Context: an optimization exercise on an open-source flow, tuned for small area. The choices shown serve that exercise and are no tape-out recipe. Function was checked by simulation only, so behaviour that the tests miss may differ from the original.

==> inputs of trial 94 <==
==> flow/design.v (excerpt) <==
module compact_bf #(parameter data_width = 12)(
        input clk,rst,
        input [data_width-1:0] u0,v0,u1,v1,
        input [data_width-1:0] wa1,wa2,wa3,
        input sel_0,sel_1,KD_mode,
        output [data_width-1:0] bf_0_upper,bf_0_lower,bf_1_upper,bf_1_lower
        );
    localparam [11:0] KQ = 12'd3329;
    localparam [23:0] DQ = 24'd8380417;
    wire isD  = KD_mode;
    wire isK4 = sel_0 & ~KD_mode;
    wire isK2 = ~sel_0 & ~KD_mode;
    wire inv  = sel_1;
    wire k2n = isK2 & ~inv;
    wire k2i = isK2 & inv;
    wire k4n = isK4 & ~inv;
    wire k4i = isK4 & inv;
    wire dn  = isD & ~inv;
    wire di  = isD & inv;
    function [11:0] addK(input [11:0] a, input [11:0] b);
        reg [12:0] s;
        begin
            s = a + b;
            addK = (s >= KQ) ? s - KQ : s[11:0];
        end
    endfunction
    function [11:0] subK(input [11:0] a, input [11:0] b);
        reg [12:0] d;
        begin
            d = {1'b0,a} - {1'b0,b};
            subK = d[12] ? d[11:0] + KQ : d[11:0];
        end
    endfunction
    function [11:0] hK(input [11:0] x);
        hK = x[0] ? {1'b0,x[11:1]} + 12'd1665 : {1'b0,x[11:1]};
    endfunction
    function [23:0] hD(input [23:0] x);
        hD = x[0] ? {1'b0,x[23:1]} + 24'd4190209 : {1'b0,x[23:1]};
    endfunction
    function [11:0] corrA(input [14:0] s);
        reg [5:0] st;
        reg [2:0] k;
        reg [14:0] kq;
        reg [14:0] v;
        begin
            st = s[14:9];
            k = (st >= 6'd7) + (st >= 6'd14) + (st >= 6'd20) + (st >= 6'd27) + (st >= 6'd33);
  ...
==> flow/config.mk <==
export PLATFORM = sky130hd
export DESIGN_NAME = compact_bf
export DESIGN_NICKNAME = compact_bf
export VERILOG_FILES = /design/flow/design.v
export SDC_FILE = /design/flow/constraint.sdc
export NUM_CORES = 4
export LEC_CHECK = 0
export CAP_MARGIN = 20
export CORE_MARGIN = 2
export CORE_UTILIZATION = 40
export SLEW_MARGIN = 20
==> flow/constraint.sdc <==
create_clock -name core_clock -period 10.0 [get_ports {clk}]
set_input_delay 2.0000 -clock core_clock [delete_from_list [all_inputs] [get_ports {clk}]]
set_output_delay 2.0000 -clock core_clock [all_outputs]
set_load 0.01 [all_outputs]
run.sh (not shown) runs the stock make flow with config.mk's settings and CLKGATE_MAP_FILE= SYNTH_SCRIPT=/design/flow/synth_recipe.tcl, a recipe that flattens the netlist after the stock synthesis.
==> inputs of build 79, as changes to trial 94 <==
--- a/flow/design.v
+++ b/flow/design.v
@@ -1,5 +1,6 @@
+`timescale 1ns / 1ps
 module foldk (input [23:0] p, output [14:0] s);
     wire t1 = p[1] ^ p[18] ^ p[19];
     wire t2 = (p[1] & p[18]) | (p[1] & p[19]) | (p[18] & p[19]);
     wire t3 = ~p[12] ^ ~p[13];
     wire t4 = ~p[12] & ~p[13];
@@ -177,14 +178,14 @@
             v2 = {1'b0,v} - 13'd3329;
             corrB = v2[12] ? v : v2[11:0];
         end
     endfunction
     function [13:0] redDz(input [26:0] y);
-        reg [23:0] z;
+        reg [24:0] zp;
         begin
-            z = {y[26:23], 13'b0} - y[26:23] + y[22:0];
-            redDz = {(z >= DQ), z[12:0]};
+            zp = {y[26:23], 13'b0} - y[26:23] + y[22:0] + 25'd8396799;
+            redDz = {zp[24], zp[12:0]};
         end
     endfunction
     function [23:0] hqf(input [12:0] b);
         reg [11:0] m;
         reg [11:0] hi;
@@ -270,11 +271,11 @@
     wire [13:0] z2 = redDz(yD2);
     wire [11:0] R0 = corrB(rS0);
     wire [11:0] R1 = corrB(rS1);
     wire [11:0] R2 = corrB(rS2);
     wire [11:0] R3 = corrB(rS3);
-    wire [12:0] B  = {rS2[0], rS0} + {rS2[2], rS1} - rS2[1] - rS2[3];
+    wire [12:0] B  = {rS2[0], rS0} + {rS2[2], rS1} + !rS2[1] + !rS2[3];
     wire [11:0] Qa  = (rA - rSd) + ((rSd < rA) ? KQ : 12'd0);
     wire [11:0] sub1 = subK(rU2, R0);                       
     wire [11:0] add1 = addK(k4n ? R1 : rU2, k4n ? R2 : R0);  
     wire [11:0] sub2 = subK((k4n | k2i) ? R1 : rV2, k4n ? R2 : k2i ? R3 : R1);  
     wire [11:0] aAD  = addK(rA2, rD3);                      
@@ -289,12 +290,13 @@
     wire        c   = R0 < rU2;
     wire [11:0] T2  = add1;
     wire [11:0] T3p = sub2;
     wire [11:0] X   = (12'd0 - R3) + (rC3 ? KQ : 12'd0);
     wire [11:0] bf0n = addK(X, rT2b);
-    wire [24:0] zA = {1'b0,F0} + {13'b0,B[11:0]} + (B[12] ? 25'd8396799 : 25'd0);
-    wire [25:0] zB = {2'b0,F0} + {14'b0,B[11:0]} + (B[12] ? 26'd16382 : (26'h3FFFFFF - 26'd8380416));
+    wire [24:0] zF = {1'b0,F0} + {13'b0,B[11:0]};
+    wire [24:0] zA = zF + (B[12] ? 25'd8396799 : 25'd0);
+    wire [25:0] zB = {1'b0,zF} + (B[12] ? 26'd16382 : (26'h3FFFFFF - 26'd8380416));
     wire [23:0] z  = zB[25] ? zA[23:0] : zB[23:0];
     wire [23:0] hr = tr[24:1];
     wire [23:0] hq = hqf(B);
     reg [11:0] h0, h1, h2, h3;
     always @(*) begin
CORE_UTILIZATION = 65   (was 40)
CTS_CLUSTER_DIAMETER = 100   (was unset)
CTS_CLUSTER_SIZE = 30   (was unset)
==> summary of the runs <==
Against build 79, the first-iteration DRC count of trial 94 is smaller by 24%. Against build 79, the critical path depth of trial 94 is higher by 2. Of build 79 and trial 94, build 79 has the higher sequential share of layout area (gap 0.87 points). Of trial 94 and build 79, build 79 has the higher utilization (gap 25 points). In synthesized cell count, build 79 and trial 94 hardly differ. Of build 79 and trial 94, trial 94 has the higher worst setup slack (gap 120 ps). Against build 79, the register-to-register slack of trial 94 is better by 90 ps. In build 79 the die area is smaller than in trial 94, by 38%. Between build 79 and trial 94, the lower worst hold slack is in trial 94 (gap 74 ps).

## re-timing with driven ports
Ports are ideal in the flow. The routed layouts listed here were re-timed in OpenROAD. Step 1 (the two cells are an assumption about what drives the block):
set clk [get_ports {clk}]
set_driving_cell -lib_cell sky130_fd_sc_hd__clkbuf_16 $clk
set_driving_cell -lib_cell sky130_fd_sc_hd__buf_2 [delete_from_list [all_inputs] $clk]
Step 2 also shifts input and output timing later by t, the mid clock arrival at the registers, as if the neighbouring blocks saw the same clock. Slacks: ideal ports / drivers / drivers and shift; pairs: ideal ports / drivers.
| run | t, ns | slack for setup (ns) | hold slack, ns | worst data-port slew with drivers (ns) | pins driven straight from the clock port |
|---|---|---|---|---|---|
| trial 94 | 0.834 | 0.513 / 0.476 / -0.358 | 0.246 / 0.246 / 0.246 | 0.20 | 1 |
| build 79 | 0.793 | 0.389 / 0.416 / -0.341 | 0.320 / 0.320 / 0.320 | 0.12 | 1 |
Met with ideal ports but missed after step 2: setup timing in trial 94 and build 79. For trial 94, which loses most, drivers alone change the setup slack by -0.037 ns; drivers and shift together by -0.871 ns.
